Background: an optimization exercise with open tools, aiming at small area, a short achievable clock period and few clock cycles. Do not read the settings as production practice.
No run shown here included a check of the RTL's function; only the layout flow was run.

### design/flow/config.mk
export PLATFORM = sky130hd
export DESIGN_NAME = matmul
export DESIGN_NICKNAME = matmul
export VERILOG_FILES = /design/flow/design.v
export SDC_FILE = /design/flow/constraint.sdc
export NUM_CORES = 4
export LEC_CHECK = 0
export ABC_CLOCK_PERIOD_IN_PS = 3000
export CAP_MARGIN = 20
export CORE_MARGIN = 2
export CORE_UTILIZATION = 40
export PLACE_DENSITY = 0.6
export SLEW_MARGIN = 20
### design/flow/constraint.sdc
create_clock -name core_clock -period 10.0 [get_ports {clk}]
set_input_delay 2.0000 -clock core_clock [delete_from_list [all_inputs] [get_ports {clk}]]
set_output_delay 2.0000 -clock core_clock [all_outputs]
set_load 0.01 [all_outputs]
### design/flow/design.v
module matmul
#(
    parameter DIM_BITS = 16,
    parameter MEM_AW = 16,
    parameter MEM_DW = 32,
    parameter PREC = 16)
(
    input [MEM_AW-1:0] aBASE,
    input [DIM_BITS-1:0] aCOLS,
    input [DIM_BITS-1:0] aROWS,
    input [DIM_BITS-1:0] aSTRIDE,
    input [MEM_AW-1:0] bBASE,
    input [DIM_BITS-1:0] bCOLS,
    input [DIM_BITS-1:0] bSTRIDE,
    input [MEM_AW-1:0] cBASE,
    input [DIM_BITS-1:0] cSTRIDE,
    input clk,
    input go,
    input [MEM_DW-1:0] mem_rdata,
    input rst_n,
    output reg [MEM_AW-1:0] mem_addr,
    output reg mem_req,
    output [MEM_DW-1:0] mem_wdata,
    output reg mem_write,
    output reg ret
);
localparam S_IDLE = 3'd0;
localparam S_RD   = 3'd1;
localparam S_GAP  = 3'd2;
localparam S_WR   = 3'd3;
localparam S_INIT = 3'd4;
localparam K_A0 = 2'd0;
localparam K_B0 = 2'd1;
localparam K_B1 = 2'd2;
localparam K_A1 = 2'd3;
reg [2:0] st;
reg [1:0] ph;           
reg       gcnt;         
reg       kfirst;       
reg       wpend;        
reg       zero;         
reg       empty;        
reg       shortk;       
reg       w_r1, w_c1;   
reg       w_nrow;       
reg       w_done;       
reg [15:0] krem, jrem, irem;
reg [15:0] a_row, a_ptr, b_col, b_ptr, c_row, c_ptr;
reg        klast, jlast, ilast, r1, c1;   
reg        bend;         
reg       q_v, d1_v, d2_v;
reg       q_f, d1_f, d2_f;
reg [1:0] q_k, d1_k, d2_k;
wire arr_a0 = d2_v & (d2_k == K_A0);
wire arr_b0 = d2_v & (d2_k == K_B0);
wire arr_b1 = d2_v & (d2_k == K_B1);
wire arr_a1 = d2_v & (d2_k == K_A1);
reg [15:0] ha0, hb0, hb1;
reg [15:0] xr;
reg [8:0] y_one, y_two, y_neg;    
wire [15:0] ysrc = arr_a1 ? hb0 : pend ? hb1 : mem_rdata[15:0];
wire [8:0] ysrc_one, ysrc_two, ysrc_neg;
matmul_booth_enc u_enc (.y(ysrc), .one(ysrc_one), .two(ysrc_two), .neg(ysrc_neg));
reg m_v, m_f, pend;
reg [31:0] ps, pc;       
wire [31:0] ms, mc;
matmul_csmul u_mul (.x(xr), .yone(y_one), .ytwo(y_two), .yneg(y_neg), .s(ms), .c(mc));
wire [31:0] acc_s = acc0 ^ ps ^ pc;
wire [31:0] acc_c = ((acc0 & ps) | (acc0 & pc) | (ps & pc));
reg [31:0] acc0, acc1, acc2, acc3;
assign mem_wdata = acc3;
wire [15:0] a_step2 = {aSTRIDE[14:0], 1'b0};
wire [15:0] c_step2 = {cSTRIDE[14:0], 1'b0};
reg [2:0]  st_n;
reg [1:0]  ph_n, q_k_n;
reg        mem_req_n, ret_n, q_v_n, q_f_n, mem_write_n;
reg        gcnt_n, kfirst_n, wpend_n, zero_n, shortk_n, empty_n;
reg        w_r1_n, w_c1_n, w_nrow_n, w_done_n;
reg [15:0] mem_addr_n, krem_n, jrem_n, irem_n;
reg [15:0] abase, aoff;
reg        acin, ajunk;
reg [15:0] a_row_n, a_ptr_n, b_col_n, b_ptr_n, c_row_n, c_ptr_n;
always @* begin
    st_n = st;
    ph_n = ph;
    gcnt_n = gcnt;
    kfirst_n = kfirst;
    wpend_n = wpend;
    zero_n = zero;
    shortk_n = shortk;
    empty_n = empty;
    w_r1_n = w_r1;
    w_c1_n = w_c1;
    w_nrow_n = w_nrow;
    w_done_n = w_done;
    krem_n = krem;
    jrem_n = jrem;
    irem_n = irem;
    a_row_n = a_row;
    a_ptr_n = a_ptr;
    b_col_n = b_col;
    b_ptr_n = b_ptr;
    c_row_n = c_row;
    c_ptr_n = c_ptr;
    abase = a_ptr;
    aoff = 16'd0;
    acin = 1'b0;
    mem_write_n = 1'b1;
    mem_req_n = 1'b0;
    ret_n = 1'b0;
    q_v_n = 1'b0;
    q_f_n = kfirst;
    q_k_n = ph;
    case (st)
        S_IDLE: begin
            zero_n = (aCOLS == 16'd0);
            shortk_n = (aCOLS[15:1] == 15'd0);
            empty_n = (aROWS == 16'd0) || (bCOLS == 16'd0);
            if (go)
                st_n = S_INIT;
        end
        S_INIT: begin
            krem_n = aCOLS;
            jrem_n = bCOLS;
            irem_n = aROWS;
            a_row_n = aBASE;
            a_ptr_n = aBASE;
            b_col_n = bBASE;
            b_ptr_n = bBASE;
            c_row_n = cBASE;
            c_ptr_n = cBASE;
            kfirst_n = 1'b1;
            wpend_n = 1'b0;
            abase = aBASE;
            mem_write_n = 1'b0;
            q_f_n = 1'b1;
            q_k_n = K_A0;
            if (empty) begin
                st_n = S_WR;
                ph_n = 2'd3;
                w_r1_n = 1'b1;
                w_c1_n = 1'b1;
                w_done_n = 1'b1;
            end
            else begin
                st_n = S_RD;
                ph_n = 2'd1;
                mem_req_n = 1'b1;
                q_v_n = 1'b1;
            end
        end
        S_RD: begin
            mem_req_n = 1'b1;
            mem_write_n = 1'b0;
            q_v_n = 1'b1;
            case (ph)
                2'd0: begin
                    abase = a_ptr;
                    ph_n = 2'd1;
                end
                2'd1: begin
                    abase = b_ptr;
                    ph_n = 2'd2;
                    if (wpend) begin
                        st_n = S_WR;
                        ph_n = 2'd0;
                        wpend_n = 1'b0;
                    end
                end
                2'd2: begin
                    abase = b_ptr;
                    acin = 1'b1;
                    ph_n = 2'd3;
                end
                2'd3: begin
                    abase = a_ptr;
                    aoff = aSTRIDE;
                    ph_n = 2'd0;
                    if (!bend) begin
                        krem_n = krem - 16'd1;
                        kfirst_n = 1'b0;
                        a_ptr_n = a_ptr + 16'd1;
                        b_ptr_n = b_ptr + bSTRIDE;
                    end
                    else begin
                        kfirst_n = 1'b1;
                        krem_n = aCOLS;
                        w_r1_n = r1;
                        w_c1_n = c1;
                        w_nrow_n = jlast;
                        w_done_n = jlast & ilast;
                        if (!jlast) begin
                            a_ptr_n = a_row;
                            b_col_n = b_col + 16'd2;
                            b_ptr_n = b_col + 16'd2;
                            jrem_n = jrem - 16'd2;
                        end
                        else begin
                            a_row_n = a_row + a_step2;
                            a_ptr_n = a_row + a_step2;
                            b_col_n = bBASE;
                            b_ptr_n = bBASE;
                            jrem_n = bCOLS;
                            irem_n = irem - 16'd2;
                        end
                        if ((jlast & ilast) | shortk) begin
                            st_n = S_GAP;
                            gcnt_n = 1'b0;
                        end
                        else begin
                            wpend_n = 1'b1;
                        end
                    end
                end
            endcase
        end
        S_GAP: begin
            gcnt_n = 1'b1;
            if (gcnt) begin
                st_n = S_WR;
                ph_n = 2'd0;
            end
        end
        S_WR: begin
            mem_write_n = 1'b1;
            case (ph)
                2'd0: begin
                    abase = c_ptr;
                    mem_req_n = 1'b1;
                    ph_n = 2'd1;
                end
                2'd1: begin
                    abase = c_ptr;
                    acin = 1'b1;
                    mem_req_n = ~w_c1;
                    ph_n = 2'd2;
                end
                2'd2: begin
                    abase = c_ptr;
                    aoff = cSTRIDE;
                    mem_req_n = ~w_r1;
                    ph_n = 2'd3;
                end
                2'd3: begin
                    abase = mem_addr;
                    acin = 1'b1;
                    mem_req_n = ~w_r1 & ~w_c1;
                    if (w_nrow) begin
                        c_row_n = c_row + c_step2;
                        c_ptr_n = c_row + c_step2;
                    end
                    else begin
                        c_ptr_n = c_ptr + 16'd2;
                    end
                    if (w_done) begin
                        st_n = S_IDLE;
                        ret_n = 1'b1;
                    end
                    else begin
                        st_n = S_RD;
                        ph_n = shortk ? 2'd0 : 2'd2;
                    end
                end
            endcase
        end
    endcase
    {mem_addr_n, ajunk} = {abase, 1'b1} + {aoff, acin};
end
always @(posedge clk or negedge rst_n) begin
    if (~rst_n) begin
        st <= S_IDLE;
        mem_req <= 1'b0;
        ret <= 1'b0;
        q_v <= 1'b0;
        d1_v <= 1'b0;
        d2_v <= 1'b0;
        m_v <= 1'b0;
        pend <= 1'b0;
    end
    else begin
        st <= st_n;
        mem_req <= mem_req_n;
        ret <= ret_n;
        q_v <= q_v_n;
        d1_v <= q_v;
        d2_v <= d1_v;
        m_v <= pend | (d2_v && d2_k != K_A0);
        pend <= ~pend & d2_v & (d2_k == K_A1);
    end
end
always @(posedge clk) begin
    klast <= (krem[15:1] == 15'd0);
    bend <= (st == S_RD) && (ph == 2'd2) && klast;
    jlast <= (jrem[15:2] == 14'd0) && (jrem[1:0] != 2'd3);
    ilast <= (irem[15:2] == 14'd0) && (irem[1:0] != 2'd3);
    r1 <= (irem[15:1] == 15'd0);
    c1 <= (jrem[15:1] == 15'd0);
    ph <= ph_n;
    gcnt <= gcnt_n;
    kfirst <= kfirst_n;
    wpend <= wpend_n;
    zero <= zero_n;
    shortk <= shortk_n;
    empty <= empty_n;
    w_r1 <= w_r1_n;
    w_c1 <= w_c1_n;
    w_nrow <= w_nrow_n;
    w_done <= w_done_n;
    krem <= krem_n;
    jrem <= jrem_n;
    irem <= irem_n;
    a_row <= a_row_n;
    a_ptr <= a_ptr_n;
    b_col <= b_col_n;
    b_ptr <= b_ptr_n;
    c_row <= c_row_n;
    c_ptr <= c_ptr_n;
    mem_addr <= mem_addr_n;
    mem_write <= mem_write_n;
    q_f <= q_f_n;
    q_k <= q_k_n;
    if (!pend)
        m_f <= d2_f;
end
always @(posedge clk) begin
    d1_f <= q_f;
    d1_k <= q_k;
    d2_f <= d1_f;
    d2_k <= d1_k;
    if (arr_a0) ha0 <= mem_rdata[15:0];
    if (arr_b0) hb0 <= mem_rdata[15:0];
    if (arr_b1) hb1 <= mem_rdata[15:0];
    if (zero)
        xr <= 16'd0;
    else if (arr_b0 | arr_b1)
        xr <= ha0;
    else if (arr_a1)
        xr <= mem_rdata[15:0];
    else if (!pend)
        xr <= 16'd0;
    y_one <= ysrc_one;
    y_two <= ysrc_two;
    y_neg <= ysrc_neg;
    ps <= ms;
    pc <= mc;
    acc3 <= acc_s + {acc_c[30:0], 1'b0};
    acc2 <= acc3;
    acc1 <= acc2;
    acc0 <= (m_v & m_f) ? 32'd0 : acc1;
end
endmodule
module matmul_booth_enc (
    input [15:0] y,
    output [8:0] one,
    output [8:0] two,
    output [8:0] neg
);
assign one[0] = y[0] ^ 1'b0;
assign two[0] = (y[1] & ~y[0] & ~1'b0) | (~y[1] & y[0] & 1'b0);
assign neg[0] = y[1];
assign one[1] = y[2] ^ y[1];
assign two[1] = (y[3] & ~y[2] & ~y[1]) | (~y[3] & y[2] & y[1]);
assign neg[1] = y[3];
assign one[2] = y[4] ^ y[3];
assign two[2] = (y[5] & ~y[4] & ~y[3]) | (~y[5] & y[4] & y[3]);
assign neg[2] = y[5];
assign one[3] = y[6] ^ y[5];
assign two[3] = (y[7] & ~y[6] & ~y[5]) | (~y[7] & y[6] & y[5]);
assign neg[3] = y[7];
assign one[4] = y[8] ^ y[7];
assign two[4] = (y[9] & ~y[8] & ~y[7]) | (~y[9] & y[8] & y[7]);
assign neg[4] = y[9];
assign one[5] = y[10] ^ y[9];
assign two[5] = (y[11] & ~y[10] & ~y[9]) | (~y[11] & y[10] & y[9]);
assign neg[5] = y[11];
assign one[6] = y[12] ^ y[11];
assign two[6] = (y[13] & ~y[12] & ~y[11]) | (~y[13] & y[12] & y[11]);
assign neg[6] = y[13];
assign one[7] = y[14] ^ y[13];
assign two[7] = (y[15] & ~y[14] & ~y[13]) | (~y[15] & y[14] & y[13]);
assign neg[7] = y[15];
assign one[8] = 1'b0 ^ y[15];
assign two[8] = (1'b0 & ~1'b0 & ~y[15]) | (~1'b0 & 1'b0 & y[15]);
assign neg[8] = 1'b0;
endmodule
module matmul_csmul (
    input [15:0] x,
    input [8:0] yone,
    input [8:0] ytwo,
    input [8:0] yneg,
    output [31:0] s,
    output [31:0] c
);
wire one0 = yone[0];
wire two0 = ytwo[0];
wire neg0 = yneg[0];
wire pp0_0 = ((one0 & x[0]) | (two0 & 1'b0)) ^ neg0;
wire pp0_1 = ((one0 & x[1]) | (two0 & x[0])) ^ neg0;
wire pp0_2 = ((one0 & x[2]) | (two0 & x[1])) ^ neg0;
wire pp0_3 = ((one0 & x[3]) | (two0 & x[2])) ^ neg0;
wire pp0_4 = ((one0 & x[4]) | (two0 & x[3])) ^ neg0;
wire pp0_5 = ((one0 & x[5]) | (two0 & x[4])) ^ neg0;
wire pp0_6 = ((one0 & x[6]) | (two0 & x[5])) ^ neg0;
wire pp0_7 = ((one0 & x[7]) | (two0 & x[6])) ^ neg0;
wire pp0_8 = ((one0 & x[8]) | (two0 & x[7])) ^ neg0;
wire pp0_9 = ((one0 & x[9]) | (two0 & x[8])) ^ neg0;
wire pp0_10 = ((one0 & x[10]) | (two0 & x[9])) ^ neg0;
wire pp0_11 = ((one0 & x[11]) | (two0 & x[10])) ^ neg0;
wire pp0_12 = ((one0 & x[12]) | (two0 & x[11])) ^ neg0;
wire pp0_13 = ((one0 & x[13]) | (two0 & x[12])) ^ neg0;
wire pp0_14 = ((one0 & x[14]) | (two0 & x[13])) ^ neg0;
wire pp0_15 = ((one0 & x[15]) | (two0 & x[14])) ^ neg0;
wire pp0_16 = ((one0 & 1'b0) | (two0 & x[15])) ^ neg0;
wire nn0 = ~neg0;
wire one1 = yone[1];
wire two1 = ytwo[1];
wire neg1 = yneg[1];
wire pp1_0 = ((one1 & x[0]) | (two1 & 1'b0)) ^ neg1;
wire pp1_1 = ((one1 & x[1]) | (two1 & x[0])) ^ neg1;
wire pp1_2 = ((one1 & x[2]) | (two1 & x[1])) ^ neg1;
wire pp1_3 = ((one1 & x[3]) | (two1 & x[2])) ^ neg1;
wire pp1_4 = ((one1 & x[4]) | (two1 & x[3])) ^ neg1;
wire pp1_5 = ((one1 & x[5]) | (two1 & x[4])) ^ neg1;
wire pp1_6 = ((one1 & x[6]) | (two1 & x[5])) ^ neg1;
wire pp1_7 = ((one1 & x[7]) | (two1 & x[6])) ^ neg1;
wire pp1_8 = ((one1 & x[8]) | (two1 & x[7])) ^ neg1;
wire pp1_9 = ((one1 & x[9]) | (two1 & x[8])) ^ neg1;
wire pp1_10 = ((one1 & x[10]) | (two1 & x[9])) ^ neg1;
wire pp1_11 = ((one1 & x[11]) | (two1 & x[10])) ^ neg1;
wire pp1_12 = ((one1 & x[12]) | (two1 & x[11])) ^ neg1;
wire pp1_13 = ((one1 & x[13]) | (two1 & x[12])) ^ neg1;
wire pp1_14 = ((one1 & x[14]) | (two1 & x[13])) ^ neg1;
wire pp1_15 = ((one1 & x[15]) | (two1 & x[14])) ^ neg1;
wire pp1_16 = ((one1 & 1'b0) | (two1 & x[15])) ^ neg1;
wire nn1 = ~neg1;
wire one2 = yone[2];
wire two2 = ytwo[2];
wire neg2 = yneg[2];
wire pp2_0 = ((one2 & x[0]) | (two2 & 1'b0)) ^ neg2;
wire pp2_1 = ((one2 & x[1]) | (two2 & x[0])) ^ neg2;
wire pp2_2 = ((one2 & x[2]) | (two2 & x[1])) ^ neg2;
wire pp2_3 = ((one2 & x[3]) | (two2 & x[2])) ^ neg2;
wire pp2_4 = ((one2 & x[4]) | (two2 & x[3])) ^ neg2;
wire pp2_5 = ((one2 & x[5]) | (two2 & x[4])) ^ neg2;
wire pp2_6 = ((one2 & x[6]) | (two2 & x[5])) ^ neg2;
wire pp2_7 = ((one2 & x[7]) | (two2 & x[6])) ^ neg2;
wire pp2_8 = ((one2 & x[8]) | (two2 & x[7])) ^ neg2;
wire pp2_9 = ((one2 & x[9]) | (two2 & x[8])) ^ neg2;
wire pp2_10 = ((one2 & x[10]) | (two2 & x[9])) ^ neg2;
wire pp2_11 = ((one2 & x[11]) | (two2 & x[10])) ^ neg2;
wire pp2_12 = ((one2 & x[12]) | (two2 & x[11])) ^ neg2;
wire pp2_13 = ((one2 & x[13]) | (two2 & x[12])) ^ neg2;
wire pp2_14 = ((one2 & x[14]) | (two2 & x[13])) ^ neg2;
wire pp2_15 = ((one2 & x[15]) | (two2 & x[14])) ^ neg2;
wire pp2_16 = ((one2 & 1'b0) | (two2 & x[15])) ^ neg2;
wire nn2 = ~neg2;
wire one3 = yone[3];
wire two3 = ytwo[3];
wire neg3 = yneg[3];
wire pp3_0 = ((one3 & x[0]) | (two3 & 1'b0)) ^ neg3;
wire pp3_1 = ((one3 & x[1]) | (two3 & x[0])) ^ neg3;
wire pp3_2 = ((one3 & x[2]) | (two3 & x[1])) ^ neg3;
wire pp3_3 = ((one3 & x[3]) | (two3 & x[2])) ^ neg3;
wire pp3_4 = ((one3 & x[4]) | (two3 & x[3])) ^ neg3;
wire pp3_5 = ((one3 & x[5]) | (two3 & x[4])) ^ neg3;
wire pp3_6 = ((one3 & x[6]) | (two3 & x[5])) ^ neg3;
wire pp3_7 = ((one3 & x[7]) | (two3 & x[6])) ^ neg3;
wire pp3_8 = ((one3 & x[8]) | (two3 & x[7])) ^ neg3;
wire pp3_9 = ((one3 & x[9]) | (two3 & x[8])) ^ neg3;
wire pp3_10 = ((one3 & x[10]) | (two3 & x[9])) ^ neg3;
wire pp3_11 = ((one3 & x[11]) | (two3 & x[10])) ^ neg3;
wire pp3_12 = ((one3 & x[12]) | (two3 & x[11])) ^ neg3;
wire pp3_13 = ((one3 & x[13]) | (two3 & x[12])) ^ neg3;
wire pp3_14 = ((one3 & x[14]) | (two3 & x[13])) ^ neg3;
wire pp3_15 = ((one3 & x[15]) | (two3 & x[14])) ^ neg3;
wire pp3_16 = ((one3 & 1'b0) | (two3 & x[15])) ^ neg3;
wire nn3 = ~neg3;
wire one4 = yone[4];
wire two4 = ytwo[4];
wire neg4 = yneg[4];
wire pp4_0 = ((one4 & x[0]) | (two4 & 1'b0)) ^ neg4;
wire pp4_1 = ((one4 & x[1]) | (two4 & x[0])) ^ neg4;
wire pp4_2 = ((one4 & x[2]) | (two4 & x[1])) ^ neg4;
wire pp4_3 = ((one4 & x[3]) | (two4 & x[2])) ^ neg4;
wire pp4_4 = ((one4 & x[4]) | (two4 & x[3])) ^ neg4;
wire pp4_5 = ((one4 & x[5]) | (two4 & x[4])) ^ neg4;
wire pp4_6 = ((one4 & x[6]) | (two4 & x[5])) ^ neg4;
wire pp4_7 = ((one4 & x[7]) | (two4 & x[6])) ^ neg4;
wire pp4_8 = ((one4 & x[8]) | (two4 & x[7])) ^ neg4;
wire pp4_9 = ((one4 & x[9]) | (two4 & x[8])) ^ neg4;
wire pp4_10 = ((one4 & x[10]) | (two4 & x[9])) ^ neg4;
wire pp4_11 = ((one4 & x[11]) | (two4 & x[10])) ^ neg4;
wire pp4_12 = ((one4 & x[12]) | (two4 & x[11])) ^ neg4;
wire pp4_13 = ((one4 & x[13]) | (two4 & x[12])) ^ neg4;
wire pp4_14 = ((one4 & x[14]) | (two4 & x[13])) ^ neg4;
wire pp4_15 = ((one4 & x[15]) | (two4 & x[14])) ^ neg4;
wire pp4_16 = ((one4 & 1'b0) | (two4 & x[15])) ^ neg4;
wire nn4 = ~neg4;
wire one5 = yone[5];
wire two5 = ytwo[5];
wire neg5 = yneg[5];
wire pp5_0 = ((one5 & x[0]) | (two5 & 1'b0)) ^ neg5;
wire pp5_1 = ((one5 & x[1]) | (two5 & x[0])) ^ neg5;
wire pp5_2 = ((one5 & x[2]) | (two5 & x[1])) ^ neg5;
wire pp5_3 = ((one5 & x[3]) | (two5 & x[2])) ^ neg5;
wire pp5_4 = ((one5 & x[4]) | (two5 & x[3])) ^ neg5;
wire pp5_5 = ((one5 & x[5]) | (two5 & x[4])) ^ neg5;
wire pp5_6 = ((one5 & x[6]) | (two5 & x[5])) ^ neg5;
wire pp5_7 = ((one5 & x[7]) | (two5 & x[6])) ^ neg5;
wire pp5_8 = ((one5 & x[8]) | (two5 & x[7])) ^ neg5;
wire pp5_9 = ((one5 & x[9]) | (two5 & x[8])) ^ neg5;
wire pp5_10 = ((one5 & x[10]) | (two5 & x[9])) ^ neg5;
wire pp5_11 = ((one5 & x[11]) | (two5 & x[10])) ^ neg5;
wire pp5_12 = ((one5 & x[12]) | (two5 & x[11])) ^ neg5;
wire pp5_13 = ((one5 & x[13]) | (two5 & x[12])) ^ neg5;
wire pp5_14 = ((one5 & x[14]) | (two5 & x[13])) ^ neg5;
wire pp5_15 = ((one5 & x[15]) | (two5 & x[14])) ^ neg5;
wire pp5_16 = ((one5 & 1'b0) | (two5 & x[15])) ^ neg5;
wire nn5 = ~neg5;
wire one6 = yone[6];
wire two6 = ytwo[6];
wire neg6 = yneg[6];
wire pp6_0 = ((one6 & x[0]) | (two6 & 1'b0)) ^ neg6;
wire pp6_1 = ((one6 & x[1]) | (two6 & x[0])) ^ neg6;
wire pp6_2 = ((one6 & x[2]) | (two6 & x[1])) ^ neg6;
wire pp6_3 = ((one6 & x[3]) | (two6 & x[2])) ^ neg6;
wire pp6_4 = ((one6 & x[4]) | (two6 & x[3])) ^ neg6;
wire pp6_5 = ((one6 & x[5]) | (two6 & x[4])) ^ neg6;
wire pp6_6 = ((one6 & x[6]) | (two6 & x[5])) ^ neg6;
wire pp6_7 = ((one6 & x[7]) | (two6 & x[6])) ^ neg6;
wire pp6_8 = ((one6 & x[8]) | (two6 & x[7])) ^ neg6;
wire pp6_9 = ((one6 & x[9]) | (two6 & x[8])) ^ neg6;
wire pp6_10 = ((one6 & x[10]) | (two6 & x[9])) ^ neg6;
wire pp6_11 = ((one6 & x[11]) | (two6 & x[10])) ^ neg6;
wire pp6_12 = ((one6 & x[12]) | (two6 & x[11])) ^ neg6;
wire pp6_13 = ((one6 & x[13]) | (two6 & x[12])) ^ neg6;
wire pp6_14 = ((one6 & x[14]) | (two6 & x[13])) ^ neg6;
wire pp6_15 = ((one6 & x[15]) | (two6 & x[14])) ^ neg6;
wire pp6_16 = ((one6 & 1'b0) | (two6 & x[15])) ^ neg6;
wire nn6 = ~neg6;
wire one7 = yone[7];
wire two7 = ytwo[7];
wire neg7 = yneg[7];
wire pp7_0 = ((one7 & x[0]) | (two7 & 1'b0)) ^ neg7;
wire pp7_1 = ((one7 & x[1]) | (two7 & x[0])) ^ neg7;
wire pp7_2 = ((one7 & x[2]) | (two7 & x[1])) ^ neg7;
wire pp7_3 = ((one7 & x[3]) | (two7 & x[2])) ^ neg7;
wire pp7_4 = ((one7 & x[4]) | (two7 & x[3])) ^ neg7;
wire pp7_5 = ((one7 & x[5]) | (two7 & x[4])) ^ neg7;
wire pp7_6 = ((one7 & x[6]) | (two7 & x[5])) ^ neg7;
wire pp7_7 = ((one7 & x[7]) | (two7 & x[6])) ^ neg7;
wire pp7_8 = ((one7 & x[8]) | (two7 & x[7])) ^ neg7;
wire pp7_9 = ((one7 & x[9]) | (two7 & x[8])) ^ neg7;
wire pp7_10 = ((one7 & x[10]) | (two7 & x[9])) ^ neg7;
wire pp7_11 = ((one7 & x[11]) | (two7 & x[10])) ^ neg7;
wire pp7_12 = ((one7 & x[12]) | (two7 & x[11])) ^ neg7;
wire pp7_13 = ((one7 & x[13]) | (two7 & x[12])) ^ neg7;
wire pp7_14 = ((one7 & x[14]) | (two7 & x[13])) ^ neg7;
wire pp7_15 = ((one7 & x[15]) | (two7 & x[14])) ^ neg7;
wire pp7_16 = ((one7 & 1'b0) | (two7 & x[15])) ^ neg7;
wire nn7 = ~neg7;
wire one8 = yone[8];
wire two8 = ytwo[8];
wire neg8 = yneg[8];
wire pp8_0 = ((one8 & x[0]) | (two8 & 1'b0)) ^ neg8;
wire pp8_1 = ((one8 & x[1]) | (two8 & x[0])) ^ neg8;
wire pp8_2 = ((one8 & x[2]) | (two8 & x[1])) ^ neg8;
wire pp8_3 = ((one8 & x[3]) | (two8 & x[2])) ^ neg8;
wire pp8_4 = ((one8 & x[4]) | (two8 & x[3])) ^ neg8;
wire pp8_5 = ((one8 & x[5]) | (two8 & x[4])) ^ neg8;
wire pp8_6 = ((one8 & x[6]) | (two8 & x[5])) ^ neg8;
wire pp8_7 = ((one8 & x[7]) | (two8 & x[6])) ^ neg8;
wire pp8_8 = ((one8 & x[8]) | (two8 & x[7])) ^ neg8;
wire pp8_9 = ((one8 & x[9]) | (two8 & x[8])) ^ neg8;
wire pp8_10 = ((one8 & x[10]) | (two8 & x[9])) ^ neg8;
wire pp8_11 = ((one8 & x[11]) | (two8 & x[10])) ^ neg8;
wire pp8_12 = ((one8 & x[12]) | (two8 & x[11])) ^ neg8;
wire pp8_13 = ((one8 & x[13]) | (two8 & x[12])) ^ neg8;
wire pp8_14 = ((one8 & x[14]) | (two8 & x[13])) ^ neg8;
wire pp8_15 = ((one8 & x[15]) | (two8 & x[14])) ^ neg8;
wire s1 = pp0_10 ^ pp1_8;
wire c2 = pp0_10 & pp1_8;
wire s3 = pp0_11 ^ pp1_9;
wire c4 = pp0_11 & pp1_9;
wire s5 = pp0_12 ^ pp1_10 ^ pp2_8;
wire c6 = (pp0_12 & pp1_10) | (pp0_12 & pp2_8) | (pp1_10 & pp2_8);
wire s7 = pp3_6 ^ pp4_4;
wire c8 = pp3_6 & pp4_4;
wire s9 = pp0_13 ^ pp1_11 ^ pp2_9;
wire c10 = (pp0_13 & pp1_11) | (pp0_13 & pp2_9) | (pp1_11 & pp2_9);
wire s11 = pp3_7 ^ pp4_5;
wire c12 = pp3_7 & pp4_5;
wire s13 = pp0_14 ^ pp1_12 ^ pp2_10;
wire c14 = (pp0_14 & pp1_12) | (pp0_14 & pp2_10) | (pp1_12 & pp2_10);
wire s15 = pp3_8 ^ pp4_6 ^ pp5_4;
wire c16 = (pp3_8 & pp4_6) | (pp3_8 & pp5_4) | (pp4_6 & pp5_4);
wire s17 = pp6_2 ^ pp7_0;
wire c18 = pp6_2 & pp7_0;
wire s19 = pp0_15 ^ pp1_13 ^ pp2_11;
wire c20 = (pp0_15 & pp1_13) | (pp0_15 & pp2_11) | (pp1_13 & pp2_11);
wire s21 = pp3_9 ^ pp4_7 ^ pp5_5;
wire c22 = (pp3_9 & pp4_7) | (pp3_9 & pp5_5) | (pp4_7 & pp5_5);
wire s23 = pp6_3 ^ pp7_1;
wire c24 = pp6_3 & pp7_1;
wire s25 = pp0_16 ^ pp1_14 ^ pp2_12;
wire c26 = (pp0_16 & pp1_14) | (pp0_16 & pp2_12) | (pp1_14 & pp2_12);
wire s27 = pp3_10 ^ pp4_8 ^ pp5_6;
wire c28 = (pp3_10 & pp4_8) | (pp3_10 & pp5_6) | (pp4_8 & pp5_6);
wire s29 = pp6_4 ^ pp7_2 ^ pp8_0;
wire c30 = (pp6_4 & pp7_2) | (pp6_4 & pp8_0) | (pp7_2 & pp8_0);
wire s31 = neg0 ^ pp1_15 ^ pp2_13;
wire c32 = (neg0 & pp1_15) | (neg0 & pp2_13) | (pp1_15 & pp2_13);
wire s33 = pp3_11 ^ pp4_9 ^ pp5_7;
wire c34 = (pp3_11 & pp4_9) | (pp3_11 & pp5_7) | (pp4_9 & pp5_7);
wire s35 = pp6_5 ^ pp7_3 ^ pp8_1;
wire c36 = (pp6_5 & pp7_3) | (pp6_5 & pp8_1) | (pp7_3 & pp8_1);
wire s37 = neg0 ^ pp1_16 ^ pp2_14;
wire c38 = (neg0 & pp1_16) | (neg0 & pp2_14) | (pp1_16 & pp2_14);
wire s39 = pp3_12 ^ pp4_10 ^ pp5_8;
wire c40 = (pp3_12 & pp4_10) | (pp3_12 & pp5_8) | (pp4_10 & pp5_8);
wire s41 = pp6_6 ^ pp7_4 ^ pp8_2;
wire c42 = (pp6_6 & pp7_4) | (pp6_6 & pp8_2) | (pp7_4 & pp8_2);
wire s43 = nn0 ^ nn1 ^ pp2_15;
wire c44 = (nn0 & nn1) | (nn0 & pp2_15) | (nn1 & pp2_15);
wire s45 = pp3_13 ^ pp4_11 ^ pp5_9;
wire c46 = (pp3_13 & pp4_11) | (pp3_13 & pp5_9) | (pp4_11 & pp5_9);
wire s47 = pp6_7 ^ pp7_5 ^ pp8_3;
wire c48 = (pp6_7 & pp7_5) | (pp6_7 & pp8_3) | (pp7_5 & pp8_3);
wire s49 = pp2_16 ^ pp3_14 ^ pp4_12;
wire c50 = (pp2_16 & pp3_14) | (pp2_16 & pp4_12) | (pp3_14 & pp4_12);
wire s51 = pp5_10 ^ pp6_8 ^ pp7_6;
wire c52 = (pp5_10 & pp6_8) | (pp5_10 & pp7_6) | (pp6_8 & pp7_6);
wire s53 = pp8_4 ^ 1'b1;
wire c54 = pp8_4 & 1'b1;
wire s55 = nn2 ^ pp3_15 ^ pp4_13;
wire c56 = (nn2 & pp3_15) | (nn2 & pp4_13) | (pp3_15 & pp4_13);
wire s57 = pp5_11 ^ pp6_9 ^ pp7_7;
wire c58 = (pp5_11 & pp6_9) | (pp5_11 & pp7_7) | (pp6_9 & pp7_7);
wire s59 = pp3_16 ^ pp4_14 ^ pp5_12;
wire c60 = (pp3_16 & pp4_14) | (pp3_16 & pp5_12) | (pp4_14 & pp5_12);
wire s61 = pp6_10 ^ pp7_8;
wire c62 = pp6_10 & pp7_8;
wire s63 = nn3 ^ pp4_15 ^ pp5_13;
wire c64 = (nn3 & pp4_15) | (nn3 & pp5_13) | (pp4_15 & pp5_13);
wire s65 = pp4_16 ^ pp5_14;
wire c66 = pp4_16 & pp5_14;
wire s67 = pp0_6 ^ pp1_4;
wire c68 = pp0_6 & pp1_4;
wire s69 = pp0_7 ^ pp1_5;
wire c70 = pp0_7 & pp1_5;
wire s71 = pp0_8 ^ pp1_6 ^ pp2_4;
wire c72 = (pp0_8 & pp1_6) | (pp0_8 & pp2_4) | (pp1_6 & pp2_4);
wire s73 = pp3_2 ^ pp4_0;
wire c74 = pp3_2 & pp4_0;
wire s75 = pp0_9 ^ pp1_7 ^ pp2_5;
wire c76 = (pp0_9 & pp1_7) | (pp0_9 & pp2_5) | (pp1_7 & pp2_5);
wire s77 = pp3_3 ^ pp4_1;
wire c78 = pp3_3 & pp4_1;
wire s79 = pp2_6 ^ pp3_4 ^ pp4_2;
wire c80 = (pp2_6 & pp3_4) | (pp2_6 & pp4_2) | (pp3_4 & pp4_2);
wire s81 = pp5_0 ^ neg5 ^ s1;
wire c82 = (pp5_0 & neg5) | (pp5_0 & s1) | (neg5 & s1);
wire s83 = pp2_7 ^ pp3_5 ^ pp4_3;
wire c84 = (pp2_7 & pp3_5) | (pp2_7 & pp4_3) | (pp3_5 & pp4_3);
wire s85 = pp5_1 ^ s3 ^ c2;
wire c86 = (pp5_1 & s3) | (pp5_1 & c2) | (s3 & c2);
wire s87 = pp5_2 ^ pp6_0 ^ neg6;
wire c88 = (pp5_2 & pp6_0) | (pp5_2 & neg6) | (pp6_0 & neg6);
wire s89 = s5 ^ s7 ^ c4;
wire c90 = (s5 & s7) | (s5 & c4) | (s7 & c4);
wire s91 = pp5_3 ^ pp6_1 ^ s9;
wire c92 = (pp5_3 & pp6_1) | (pp5_3 & s9) | (pp6_1 & s9);
wire s93 = s11 ^ c6 ^ c8;
wire c94 = (s11 & c6) | (s11 & c8) | (c6 & c8);
wire s95 = neg7 ^ s13 ^ s15;
wire c96 = (neg7 & s13) | (neg7 & s15) | (s13 & s15);
wire s97 = s17 ^ c10 ^ c12;
wire c98 = (s17 & c10) | (s17 & c12) | (c10 & c12);
wire s99 = s19 ^ s21 ^ s23;
wire c100 = (s19 & s21) | (s19 & s23) | (s21 & s23);
wire s101 = c14 ^ c16 ^ c18;
wire c102 = (c14 & c16) | (c14 & c18) | (c16 & c18);
wire s103 = s25 ^ s27 ^ s29;
wire c104 = (s25 & s27) | (s25 & s29) | (s27 & s29);
wire s105 = c20 ^ c22 ^ c24;
wire c106 = (c20 & c22) | (c20 & c24) | (c22 & c24);
wire s107 = s31 ^ s33 ^ s35;
wire c108 = (s31 & s33) | (s31 & s35) | (s33 & s35);
wire s109 = c26 ^ c28 ^ c30;
wire c110 = (c26 & c28) | (c26 & c30) | (c28 & c30);
wire s111 = s37 ^ s39 ^ s41;
wire c112 = (s37 & s39) | (s37 & s41) | (s39 & s41);
wire s113 = c32 ^ c34 ^ c36;
wire c114 = (c32 & c34) | (c32 & c36) | (c34 & c36);
wire s115 = s43 ^ s45 ^ s47;
wire c116 = (s43 & s45) | (s43 & s47) | (s45 & s47);
wire s117 = c38 ^ c40 ^ c42;
wire c118 = (c38 & c40) | (c38 & c42) | (c40 & c42);
wire s119 = s49 ^ s51 ^ s53;
wire c120 = (s49 & s51) | (s49 & s53) | (s51 & s53);
wire s121 = c44 ^ c46 ^ c48;
wire c122 = (c44 & c46) | (c44 & c48) | (c46 & c48);
wire s123 = pp8_5 ^ s55 ^ s57;
wire c124 = (pp8_5 & s55) | (pp8_5 & s57) | (s55 & s57);
wire s125 = c50 ^ c52 ^ c54;
wire c126 = (c50 & c52) | (c50 & c54) | (c52 & c54);
wire s127 = pp8_6 ^ 1'b1 ^ s59;
wire c128 = (pp8_6 & 1'b1) | (pp8_6 & s59) | (1'b1 & s59);
wire s129 = s61 ^ c56 ^ c58;
wire c130 = (s61 & c56) | (s61 & c58) | (c56 & c58);
wire s131 = pp6_11 ^ pp7_9 ^ pp8_7;
wire c132 = (pp6_11 & pp7_9) | (pp6_11 & pp8_7) | (pp7_9 & pp8_7);
wire s133 = s63 ^ c60 ^ c62;
wire c134 = (s63 & c60) | (s63 & c62) | (c60 & c62);
wire s135 = pp6_12 ^ pp7_10 ^ pp8_8;
wire c136 = (pp6_12 & pp7_10) | (pp6_12 & pp8_8) | (pp7_10 & pp8_8);
wire s137 = 1'b1 ^ s65 ^ c64;
wire c138 = (1'b1 & s65) | (1'b1 & c64) | (s65 & c64);
wire s139 = nn4 ^ pp5_15 ^ pp6_13;
wire c140 = (nn4 & pp5_15) | (nn4 & pp6_13) | (pp5_15 & pp6_13);
wire s141 = pp7_11 ^ pp8_9 ^ c66;
wire c142 = (pp7_11 & pp8_9) | (pp7_11 & c66) | (pp8_9 & c66);
wire s143 = pp5_16 ^ pp6_14 ^ pp7_12;
wire c144 = (pp5_16 & pp6_14) | (pp5_16 & pp7_12) | (pp6_14 & pp7_12);
wire s145 = pp8_10 ^ 1'b1;
wire c146 = pp8_10 & 1'b1;
wire s147 = nn5 ^ pp6_15 ^ pp7_13;
wire c148 = (nn5 & pp6_15) | (nn5 & pp7_13) | (pp6_15 & pp7_13);
wire s149 = pp6_16 ^ pp7_14;
wire c150 = pp6_16 & pp7_14;
wire s151 = pp0_4 ^ pp1_2;
wire c152 = pp0_4 & pp1_2;
wire s153 = pp0_5 ^ pp1_3;
wire c154 = pp0_5 & pp1_3;
wire s155 = pp2_2 ^ pp3_0 ^ neg3;
wire c156 = (pp2_2 & pp3_0) | (pp2_2 & neg3) | (pp3_0 & neg3);
wire s157 = pp2_3 ^ pp3_1 ^ s69;
wire c158 = (pp2_3 & pp3_1) | (pp2_3 & s69) | (pp3_1 & s69);
wire s159 = neg4 ^ s71 ^ s73;
wire c160 = (neg4 & s71) | (neg4 & s73) | (s71 & s73);
wire s161 = s75 ^ s77 ^ c72;
wire c162 = (s75 & s77) | (s75 & c72) | (s77 & c72);
wire s163 = s79 ^ s81 ^ c76;
wire c164 = (s79 & s81) | (s79 & c76) | (s81 & c76);
wire s165 = s83 ^ s85 ^ c80;
wire c166 = (s83 & s85) | (s83 & c80) | (s85 & c80);
wire s167 = s87 ^ s89 ^ c84;
wire c168 = (s87 & s89) | (s87 & c84) | (s89 & c84);
wire s169 = s91 ^ s93 ^ c88;
wire c170 = (s91 & s93) | (s91 & c88) | (s93 & c88);
wire s171 = s95 ^ s97 ^ c92;
wire c172 = (s95 & s97) | (s95 & c92) | (s97 & c92);
wire s173 = s99 ^ s101 ^ c96;
wire c174 = (s99 & s101) | (s99 & c96) | (s101 & c96);
wire s175 = s103 ^ s105 ^ c100;
wire c176 = (s103 & s105) | (s103 & c100) | (s105 & c100);
wire s177 = s107 ^ s109 ^ c104;
wire c178 = (s107 & s109) | (s107 & c104) | (s109 & c104);
wire s179 = s111 ^ s113 ^ c108;
wire c180 = (s111 & s113) | (s111 & c108) | (s113 & c108);
wire s181 = s115 ^ s117 ^ c112;
wire c182 = (s115 & s117) | (s115 & c112) | (s117 & c112);
wire s183 = s119 ^ s121 ^ c116;
wire c184 = (s119 & s121) | (s119 & c116) | (s121 & c116);
wire s185 = s123 ^ s125 ^ c120;
wire c186 = (s123 & s125) | (s123 & c120) | (s125 & c120);
wire s187 = s127 ^ s129 ^ c124;
wire c188 = (s127 & s129) | (s127 & c124) | (s129 & c124);
wire s189 = s131 ^ s133 ^ c128;
wire c190 = (s131 & s133) | (s131 & c128) | (s133 & c128);
wire s191 = s135 ^ s137 ^ c132;
wire c192 = (s135 & s137) | (s135 & c132) | (s137 & c132);
wire s193 = s139 ^ s141 ^ c136;
wire c194 = (s139 & s141) | (s139 & c136) | (s141 & c136);
wire s195 = s143 ^ s145 ^ c140;
wire c196 = (s143 & s145) | (s143 & c140) | (s145 & c140);
wire s197 = pp8_11 ^ s147 ^ c144;
wire c198 = (pp8_11 & s147) | (pp8_11 & c144) | (s147 & c144);
wire s199 = pp8_12 ^ 1'b1 ^ s149;
wire c200 = (pp8_12 & 1'b1) | (pp8_12 & s149) | (1'b1 & s149);
wire s201 = nn6 ^ pp7_15 ^ pp8_13;
wire c202 = (nn6 & pp7_15) | (nn6 & pp8_13) | (pp7_15 & pp8_13);
wire s203 = pp7_16 ^ pp8_14;
wire c204 = pp7_16 & pp8_14;
wire s205 = pp0_2 ^ pp1_0;
wire c206 = pp0_2 & pp1_0;
wire s207 = pp0_3 ^ pp1_1;
wire c208 = pp0_3 & pp1_1;
wire s209 = pp2_0 ^ neg2 ^ s151;
wire c210 = (pp2_0 & neg2) | (pp2_0 & s151) | (neg2 & s151);
wire s211 = pp2_1 ^ s153 ^ c152;
wire c212 = (pp2_1 & s153) | (pp2_1 & c152) | (s153 & c152);
wire s213 = s67 ^ s155 ^ c154;
wire c214 = (s67 & s155) | (s67 & c154) | (s155 & c154);
wire s215 = c68 ^ s157 ^ c156;
wire c216 = (c68 & s157) | (c68 & c156) | (s157 & c156);
wire s217 = c70 ^ s159 ^ c158;
wire c218 = (c70 & s159) | (c70 & c158) | (s159 & c158);
wire s219 = c74 ^ s161 ^ c160;
wire c220 = (c74 & s161) | (c74 & c160) | (s161 & c160);
wire s221 = c78 ^ s163 ^ c162;
wire c222 = (c78 & s163) | (c78 & c162) | (s163 & c162);
wire s223 = c82 ^ s165 ^ c164;
wire c224 = (c82 & s165) | (c82 & c164) | (s165 & c164);
wire s225 = c86 ^ s167 ^ c166;
wire c226 = (c86 & s167) | (c86 & c166) | (s167 & c166);
wire s227 = c90 ^ s169 ^ c168;
wire c228 = (c90 & s169) | (c90 & c168) | (s169 & c168);
wire s229 = c94 ^ s171 ^ c170;
wire c230 = (c94 & s171) | (c94 & c170) | (s171 & c170);
wire s231 = c98 ^ s173 ^ c172;
wire c232 = (c98 & s173) | (c98 & c172) | (s173 & c172);
wire s233 = c102 ^ s175 ^ c174;
wire c234 = (c102 & s175) | (c102 & c174) | (s175 & c174);
wire s235 = c106 ^ s177 ^ c176;
wire c236 = (c106 & s177) | (c106 & c176) | (s177 & c176);
wire s237 = c110 ^ s179 ^ c178;
wire c238 = (c110 & s179) | (c110 & c178) | (s179 & c178);
wire s239 = c114 ^ s181 ^ c180;
wire c240 = (c114 & s181) | (c114 & c180) | (s181 & c180);
wire s241 = c118 ^ s183 ^ c182;
wire c242 = (c118 & s183) | (c118 & c182) | (s183 & c182);
wire s243 = c122 ^ s185 ^ c184;
wire c244 = (c122 & s185) | (c122 & c184) | (s185 & c184);
wire s245 = c126 ^ s187 ^ c186;
wire c246 = (c126 & s187) | (c126 & c186) | (s187 & c186);
wire s247 = c130 ^ s189 ^ c188;
wire c248 = (c130 & s189) | (c130 & c188) | (s189 & c188);
wire s249 = c134 ^ s191 ^ c190;
wire c250 = (c134 & s191) | (c134 & c190) | (s191 & c190);
wire s251 = c138 ^ s193 ^ c192;
wire c252 = (c138 & s193) | (c138 & c192) | (s193 & c192);
wire s253 = c142 ^ s195 ^ c194;
wire c254 = (c142 & s195) | (c142 & c194) | (s195 & c194);
wire s255 = c146 ^ s197 ^ c196;
wire c256 = (c146 & s197) | (c146 & c196) | (s197 & c196);
wire s257 = c148 ^ s199 ^ c198;
wire c258 = (c148 & s199) | (c148 & c198) | (s199 & c198);
wire s259 = c150 ^ s201 ^ c200;
wire c260 = (c150 & s201) | (c150 & c200) | (s201 & c200);
wire s261 = 1'b1 ^ s203 ^ c202;
wire c262 = (1'b1 & s203) | (1'b1 & c202) | (s203 & c202);
wire s263 = nn7 ^ pp8_15 ^ c204;
wire c264 = (nn7 & pp8_15) | (nn7 & c204) | (pp8_15 & c204);
assign s[0] = pp0_0;
assign c[0] = neg0;
assign s[1] = pp0_1;
assign c[1] = 1'b0;
assign s[2] = neg1;
assign c[2] = s205;
assign s[3] = s207;
assign c[3] = c206;
assign s[4] = s209;
assign c[4] = c208;
assign s[5] = s211;
assign c[5] = c210;
assign s[6] = s213;
assign c[6] = c212;
assign s[7] = s215;
assign c[7] = c214;
assign s[8] = s217;
assign c[8] = c216;
assign s[9] = s219;
assign c[9] = c218;
assign s[10] = s221;
assign c[10] = c220;
assign s[11] = s223;
assign c[11] = c222;
assign s[12] = s225;
assign c[12] = c224;
assign s[13] = s227;
assign c[13] = c226;
assign s[14] = s229;
assign c[14] = c228;
assign s[15] = s231;
assign c[15] = c230;
assign s[16] = s233;
assign c[16] = c232;
assign s[17] = s235;
assign c[17] = c234;
assign s[18] = s237;
assign c[18] = c236;
assign s[19] = s239;
assign c[19] = c238;
assign s[20] = s241;
assign c[20] = c240;
assign s[21] = s243;
assign c[21] = c242;
assign s[22] = s245;
assign c[22] = c244;
assign s[23] = s247;
assign c[23] = c246;
assign s[24] = s249;
assign c[24] = c248;
assign s[25] = s251;
assign c[25] = c250;
assign s[26] = s253;
assign c[26] = c252;
assign s[27] = s255;
assign c[27] = c254;
assign s[28] = s257;
assign c[28] = c256;
assign s[29] = s259;
assign c[29] = c258;
assign s[30] = s261;
assign c[30] = c260;
assign s[31] = s263;
assign c[31] = c262;
endmodule
### design/flow/flow/run.sh
#!/bin/bash
# The standard layout, with two changes to how it is made (the SDC and its
# 10 ns clock are unchanged): port buffers use the small buf_1 cell instead of
# the default delay buffer, and repair_timing aims for a larger setup margin.
set -euo pipefail
bash standard.sh 'BUFFER_PORTS_ARGS=-buffer_cell sky130_fd_sc_hd__buf_1' SETUP_SLACK_MARGIN=7 finish > standard_make.log 2>&1
### design/flow/standard.sh
#!/bin/bash
# synth_recipe.tcl (not shown) runs the flow's synth.tcl, then flattens the netlist and writes it again
# the make line also repeats each setting of config.mk as NAME=value (left out here)
make -C /OpenROAD-flow-scripts/flow DESIGN_CONFIG=/design/flow/config.mk WORK_HOME=/design/flow/orfs CLKGATE_MAP_FILE= SYNTH_SCRIPT=/design/flow/synth_recipe.tcl "${@:-finish}"
==> results of run 1 <==
-- worst paths after layout --
kind / from / endpoint / slack, ns / cells past startpoint
max: aBASE[0] / mem_addr[15] / 6.10 / 14
min: q_k[1] / d1_k[1] / 0.31 / 0
max reg2reg: st[1] / mem_addr[15] / 6.21 / 17
min reg2reg: q_k[1] / d1_k[1] / 0.31 / 0
max in group asynchronous: rst_n / st[2] / 8.22 / 1
min in group asynchronous: rst_n / m_v / 1.35 / 1
-- what timing repair did --
| item | CTS | global route |
|---|---|---|
| pin swaps | 141 | 139 |
| gates cloned | 1 | 0 |
| hold buffers | 0 | 0 |
| setup endpoints to repair | 301 | 163 |
| resized for setup | 410 | 155 |
| setup buffers | 153 | 57 |
| hold endpoints to repair | 0 | 0 |
-- through the flow --
stage | instances | hold slack [ns]
2_1_floorplan | 2647 | 0.310
3_3_place_gp | 3601 | 0.312
3_5_place_dp | 3601 | 0.312
4_1_cts | 3856 | 0.303
5_1_grt | 3915 | 0.324
6_report | 3916 | 0.313
-- layer usage --
layer  GRT usage (%)  wire length (microns)  vias to the layer above
li1                -                      -                     9942
met1            25.1                  30000                    10400
met2            37.5                  38600                      674
met3            3.75                   4480                      200
met4            10.2                   3320                       14
met5               0                     81                        -
-- sequential cells by signal, indices dropped and copies added (netlist names), 31 cells and up --
register,flops
ps,32
acc1,32
pc,31
acc0,32
acc2,32
acc3,32
-- area by class of cell --
cell class                 count  area, sq um
clock inverter                20          260
multi-input combinational   1860        16100
inverter                     155          613
antenna                        2         5.00
clock buffer                  81         1670
timing repair buffer         447         3480
fill                        5922        32300
tap                          873         1090
sequential                   478        11900
-- cells by family after synthesis --
kind of cell    Yosys count
xor+xnor                298
simple gates            657
compound gates          591
mux                      51
fa+ha+maj               262
flops                   478
buf+inv                 310
-- cell usage after synthesis (7+ instances only) --
library cell,instances,area (sq um)
nand2_1,234,878
a21o_1,31,233
dfrtp_1,10,250
a22o_1,14,123
a21oi_1,105,526
nor4_1,19,119
nand3_1,40,200
ha_1,124,1550
o21ai_1,24,120
nor2_1,159,597
a31oi_1,16,100
mux2i_1,40,400
a221o_1,15,150
nand2b_1,20,125
a222oi_1,16,160
nand3b_1,8,60.1
or3_1,13,81.3
nor3_1,39,195
clkbuf_1,125,469
xnor2_1,221,1940
buf_1,22,82.6
o21ai_0,145,726
mux2_2,11,124
and2_1,53,332
nand4_1,10,62.6
and3_1,24,150
nor2b_1,20,125
o21bai_1,7,52.6
dfxtp_1,263,5270
inv_1,152,571
xor2_1,77,674
o211ai_1,14,105
edfxtp_1,205,6160
fa_1,138,2760
a22oi_1,122,916
o21a_1,22,165
a211oi_1,7,52.6
==> results.json, run 1 <==
{
  "outcome": "no timing/DRC/antenna violations",
  "setup_viol_count_final": 0,
  "drt_first_iter_violations": 1580,
  "pre_cts_ws_ns": 5.24,
  "clk_pin_slew_ns": 0.06,
  "synthArstFlopShare_pct": 2.09,
  "vias": 21200,
  "final_layout_size_suffix_gt1_share_pct": 26.3,
  "synth_edf_count": 205,
  "final_area_sq_mm": 0.0351,
  "syn_avg_cell_area_sq_um": 10.3,
  "die_y_microns": 265,
  "area.growth.synth_to_final_pct": 28.4,
  "drt_wl_total_microns": 76500,
  "synthSimpleGateAreaFrac_pct": 11.2,
  "track_usage_pct": 21.3,
  "synth_fp_nets": 3088,
  "synthCells": 2647,
  "report.final.slew_viol_count": 0,
  "fin_ws_ns": 6.10,
  "layout_commonest_cell": "nand2_1",
  "drv_cap": 0,
  "relSlewSlack_pct": 27.2,
  "cts_max_level": 2,
  "muxShareOfSynthArea_pct": 1.92,
  "cp-start-kind": "input port",
  "period_share_pct": 39.0,
  "synth_fa_ha_area_share_pct": 15.8,
  "path_class": "in -> reg",
  "start_util_pct": 40.5,
  "wire_per_inst_microns": 19.5,
  "synth_compound_area_share_pct": 14.4,
  "hold_viol_final": 0,
  "max_stage_delay_ns": 0.38,
  "end_kind": "flop",
  "path_max_fanout": 2,
  "hpwl_microns": 51000,
  "cts.sinks": 478,
  "max_freq_ghz": 0.257,
  "setup-tns-final_ns": 0,
  "drcViolationCount": 0,
  "rows": 95,
  "yosys_warnings": 1,
  "cts_tree": "done",
  "layout.nets": 3437,
  "grt_overflow": 0,
  "synth_cell_types": 85,
  "critPathMostFrequentCell": "a21oi_2",
  "final_cell_mix": "nand2_1, edfxtp_1, xnor2_1",
  "grt_max_degree": 55,
  "fin_skew_ns": 0.0221,
  "synth_ff_type": "dfxtp_1",
  "drt_first_pass_iters": 5,
  "viasPerCell": 5.42,
  "worst_pin_slew_ns": 1.09,
  "die_x_microns": 265,
  "cts_max_path_buffers": 3,
  "gp_congestion": 0.902,
  "ios": 230,
  "netlist_area_sq_mm": 0.0273,
  "grt_pass1_vias": 21900,
  "grt_setup_unrepaired": "yes",
  "min_path_type": "reg -> reg",
  "synth_xor_xnor_area_share_pct": 9.55,
  "period_needed_ns": 3.90,
  "utilization_pct": 52.0,
  "critPathBufInv": 1,
  "critPathTopFamily": "compound AO/OA/AOI/OAI gates",
  "grt_first_pass_wirelength_microns": 119000,
  "numCtsBuffers": 54,
  "clkLatencyLatePin_ns": 0.63,
  "crit_path_cell_trace": "buf_6 > nand2_4 > o21ai_2 > a221o_1 > fa_2 > a21o_1 > a21oi_2 > nor2b_1 > o21a_1 > o41ai_4 > o211ai_1 > a31o_1 > a21oi_2 > xnor2_1",
  "grt_antenna_before_repair": 9,
  "worstPathRequired_ns": 10.55,
  "place_area_sq_mm": 0.0294,
  "die_area_sq_mm": 0.0704,
  "critPathArrivalTime_ns": 4.45,
  "slowest_stage": "fa_2",
  "port_buffers": 213,
  "core_sq_mm": 0.0674,
  "ys_ff_latch": 478,
  "seq_area_frac_synth_pct": 42.7,
  "synth_top_family_by_area": "adder cells",
  "root_buffer": "clkbuf_16",
  "ant_nets": 0
}
==> run 2: changes to the inputs <==
--- a/design/flow/design.v
+++ b/design/flow/design.v
@@ -46,6 +46,7 @@
 reg       w_done;       
 reg [15:0] krem, jrem, irem;
 reg [15:0] a_row, a_ptr, b_col, b_ptr, c_row, c_ptr;
+reg [15:0] a_s, b_s, c_s;   
 reg        klast, jlast, ilast, r1, c1;   
 reg        bend;         
 reg       q_v, d1_v, d2_v;
@@ -69,8 +70,8 @@
 wire [31:0] acc_c = ((acc0 & ps) | (acc0 & pc) | (ps & pc));
 reg [31:0] acc0, acc1, acc2, acc3;
 assign mem_wdata = acc3;
-wire [15:0] a_step2 = {aSTRIDE[14:0], 1'b0};
-wire [15:0] c_step2 = {cSTRIDE[14:0], 1'b0};
+wire [15:0] a_step2 = {a_s[14:0], 1'b0};
+wire [15:0] c_step2 = {c_s[14:0], 1'b0};
 reg [2:0]  st_n;
 reg [1:0]  ph_n, q_k_n;
 reg        mem_req_n, ret_n, q_v_n, q_f_n, mem_write_n;
@@ -174,13 +175,13 @@
                 end
                 2'd3: begin
                     abase = a_ptr;
-                    aoff = aSTRIDE;
+                    aoff = a_s;
                     ph_n = 2'd0;
                     if (!bend) begin
                         krem_n = krem - 16'd1;
                         kfirst_n = 1'b0;
                         a_ptr_n = a_ptr + 16'd1;
-                        b_ptr_n = b_ptr + bSTRIDE;
+                        b_ptr_n = b_ptr + b_s;
                     end
                     else begin
                         kfirst_n = 1'b1;
@@ -237,7 +238,7 @@
                 end
                 2'd2: begin
                     abase = c_ptr;
-                    aoff = cSTRIDE;
+                    aoff = c_s;
                     mem_req_n = ~w_r1;
                     ph_n = 2'd3;
                 end
@@ -289,6 +290,11 @@
     end
 end
 always @(posedge clk) begin
+    if (st == S_INIT) begin
+        a_s <= aSTRIDE;
+        b_s <= bSTRIDE;
+        c_s <= cSTRIDE;
+    end
     klast <= (krem[15:1] == 15'd0);
     bend <= (st == S_RD) && (ph == 2'd2) && klast;
     jlast <= (jrem[15:2] == 14'd0) && (jrem[1:0] != 2'd3);
==> results.json, run 2 <==
{
  "outcome": "no timing/DRC/antenna violations",
  "synth_ff_type": "dfxtp_1",
  "r2r_start": "st[2]",
  "cts_max_level": 2,
  "ant_nets": 0,
  "start_util_pct": 40.4,
  "die_y_microns": 275,
  "drt_first_iter_violations": 2082,
  "area.growth.synth_to_final_pct": 23.8,
  "worst_pin_slew_ns": 1.09,
  "period_needed_ns": 3.49,
  "path_class": "in -> reg",
  "hold_viol_final": 0,
  "rows": 99,
  "end_kind": "flop",
  "synth_edf_count": 253,
  "report.final.slew_viol_count": 0,
  "gp_congestion": 0.908,
  "die_area_sq_mm": 0.0757,
  "grt_pass1_vias": 22900,
  "final_cell_mix": "nand2_1, edfxtp_1, xnor2_1",
  "seq_area_frac_synth_pct": 44.6,
  "synthArstFlopShare_pct": 1.90,
  "r2r_end": "mem_addr[11]",
  "grt_first_pass_wirelength_microns": 129000,
  "r2r_slack_ns": 6.60,
  "fin_skew_ns": 0.0451,
  "numCtsBuffers": 60,
  "syn_avg_cell_area_sq_um": 10.5,
  "drt_wl_total_microns": 84700,
  "worstPathRequired_ns": 10.53,
  "layout.nets": 3543,
  "ios": 230,
  "path_max_fanout": 3,
  "min_to": "acc1[31]",
  "yosys_warnings": 1,
  "synth_most_common_cell": "nand2_1",
  "drv_cap": 0,
  "max_freq_ghz": 0.286,
  "startpoint": "aBASE[0]",
  "track_usage_pct": 21.9,
  "wire_per_inst_microns": 20.6,
  "drt_first_pass_iters": 10,
  "clkLatencyLatePin_ns": 0.65,
  "vias": 22600,
  "netlist_top_cells_area": "edfxtp_1, dfxtp_1, fa_1, xnor2_1, ha_1",
  "grt_setup_unrepaired": "yes",
  "root_buffer": "clkbuf_16",
  "synth_top_area_share_pct": 25.8,
  "die_x_microns": 275,
  "layout_commonest_cell": "nand2_1",
  "period_share_pct": 34.9,
  "synth_cell_types": 81,
  "grt_max_degree": 71,
  "hold_depth": 0,
  "clk_pin_slew_ns": 0.07,
  "fin_cells": 4116,
  "grt_antenna_before_repair": 7,
  "setup_viol_count_final": 0,
  "ys_top_cells_by_count": "nand2_1, dfxtp_1, edfxtp_1",
  "placedCellCount": 3835,
  "holdBufCountCts": 0,
  "yosys.area.top_type": "edfxtp_1",
  "ys_ff_latch": 526,
  "critPathArrivalTime_ns": 4.03,
  "min_path_type": "reg -> reg",
  "hpwl_microns": 57300,
  "netlist_area_sq_mm": 0.0294,
  "grt_overflow": 0,
  "cp-start-kind": "input port",
  "cts_max_path_buffers": 3,
  "port_buffers": 213,
  "setup-tns-final_ns": 0,
  "hp-start": "acc2[31]",
  "viasPerCell": 5.49,
  "drcViolationCount": 0,
  "cts_tree": "done",
  "core_sq_mm": 0.0728,
  "relSlewSlack_pct": 27.0,
  "cts.sinks": 526,
  "synth_fp_nets": 3248,
  "final_layout_size_suffix_gt1_share_pct": 21.9,
  "r2r_cells": 13,
  "synthCells": 2807
}
## run 2: metal layers
metal / vias to the layer above / routed length, microns / part of all wire, % / track usage, %
li1: 10500 / - / - / -
met1: 11100 / 32900 / 39 / 25.9
met2: 807 / 42800 / 51 / 39.0
met3: 237 / 5050 / 6.0 / 3.57
met4: 10 / 3830 / 4.5 / 9.97
met5: - / 71 / 0.084 / 0
## run 2: layout make-up
class	instances	area, sq um
flip-flops and latches	526	13300
repair inverters	1	5.00
well taps	959	1200
clock buffers	83	1650
fillers	6498	36400
inverters	164	648
clock inverters	31	430
diodes	3	7.51
repair buffers	399	3030
multi-input cells	1950	16100
## run 2: worst max path at each step
stage / end / slack, ns / cells after the start
after floorplan: mem_addr[10] / 6.19 / 9
after global placement: mem_addr[15] / 5.58 / 12
after CTS: mem_addr[12] / 6.59 / 9
after global routing: mem_addr[6] / 6.44 / 11
final: mem_addr[11] / 6.51 / 11
after detailed placement: mem_addr[15] / 5.49 / 12
## run 2: cells by family after synthesis
family	Yosys count	share of synthesized area [%]
AND/OR/NAND/NOR	711	11.4
AO/OA/AOI/OAI	631	14.3
flip-flops	526	44.6
buffers and inverters	331	4.29
XOR/XNOR	295	8.83
adder cells (fa/ha/maj)	262	14.7
multiplexers	51	1.84
## run 2: metrics by stage
step / cell area, sq um / hold WS (ns) / utilization, % / worst slack [ns]
detailed placement: 31300 / 0.312 / 43.0 / 5.49
global placement: 31300 / 0.311 / 43.0 / 5.58
CTS: 35700 / 0.288 / 49.0 / 6.59
floorplan: 30300 / 0.310 / - / 6.19
global route: 36400 / 0.293 / 50.0 / 6.44
finish: 36400 / 0.284 / 50.0 / 6.51
## run 2: timing repair
item,4_1_cts,5_1_grt
gates resized for setup,369,115
endpoints found under the hold margin,0,0
setup buffers,128,35
cloned,1,0
pin swaps,106,105
setup endpoints to repair,213,152
## run 2: worst max-delay path, stage by stage
cell	delay [ns]
buf_8	0.11
a222oi_1	0.38
nand2_2	0.19
fa_2	0.39
a21o_1	0.20
a21oi_4	0.21
o21ai_4	0.12
nand3_2	0.09
o21a_1	0.13
o21bai_1	0.07
xor2_1	0.14

afterwards: timing with drivers on the ports:
In the flow no input, the clock included, has a driving cell. The finished layouts below were timed again as built, in two steps.
Step 1 assumes that a clkbuf_16 drives the clock port and a buf_2 every other input.
Step 2 times the ports against the registers' clock, not the clock port: input delays grow and output delays shrink by t, the midpoint of the rising clock arrivals with the driver on.
a / b / c = no drivers / after step 1 / after step 2; a / b = the first two.
| run | t, ns | slack for setup (ns) | worst setup path after step 2 | slew at the worst register clock pin (ns) | worst slew at a driven data input, ns |
|---|---|---|---|---|---|
| run 1 | 0.682 | 6.102 / 6.123 / 5.441 | input to register | 0.06 / 0.06 | 0.12 |
| run 2 | 0.697 | 6.507 / 6.533 / 5.837 | input to register | 0.07 / 0.07 | 0.13 |
After both steps setup and hold are still met in every run listed. The setup slack of run 2, which loses most, moves by +0.026 ns with the drivers and by -0.670 ns with both steps.
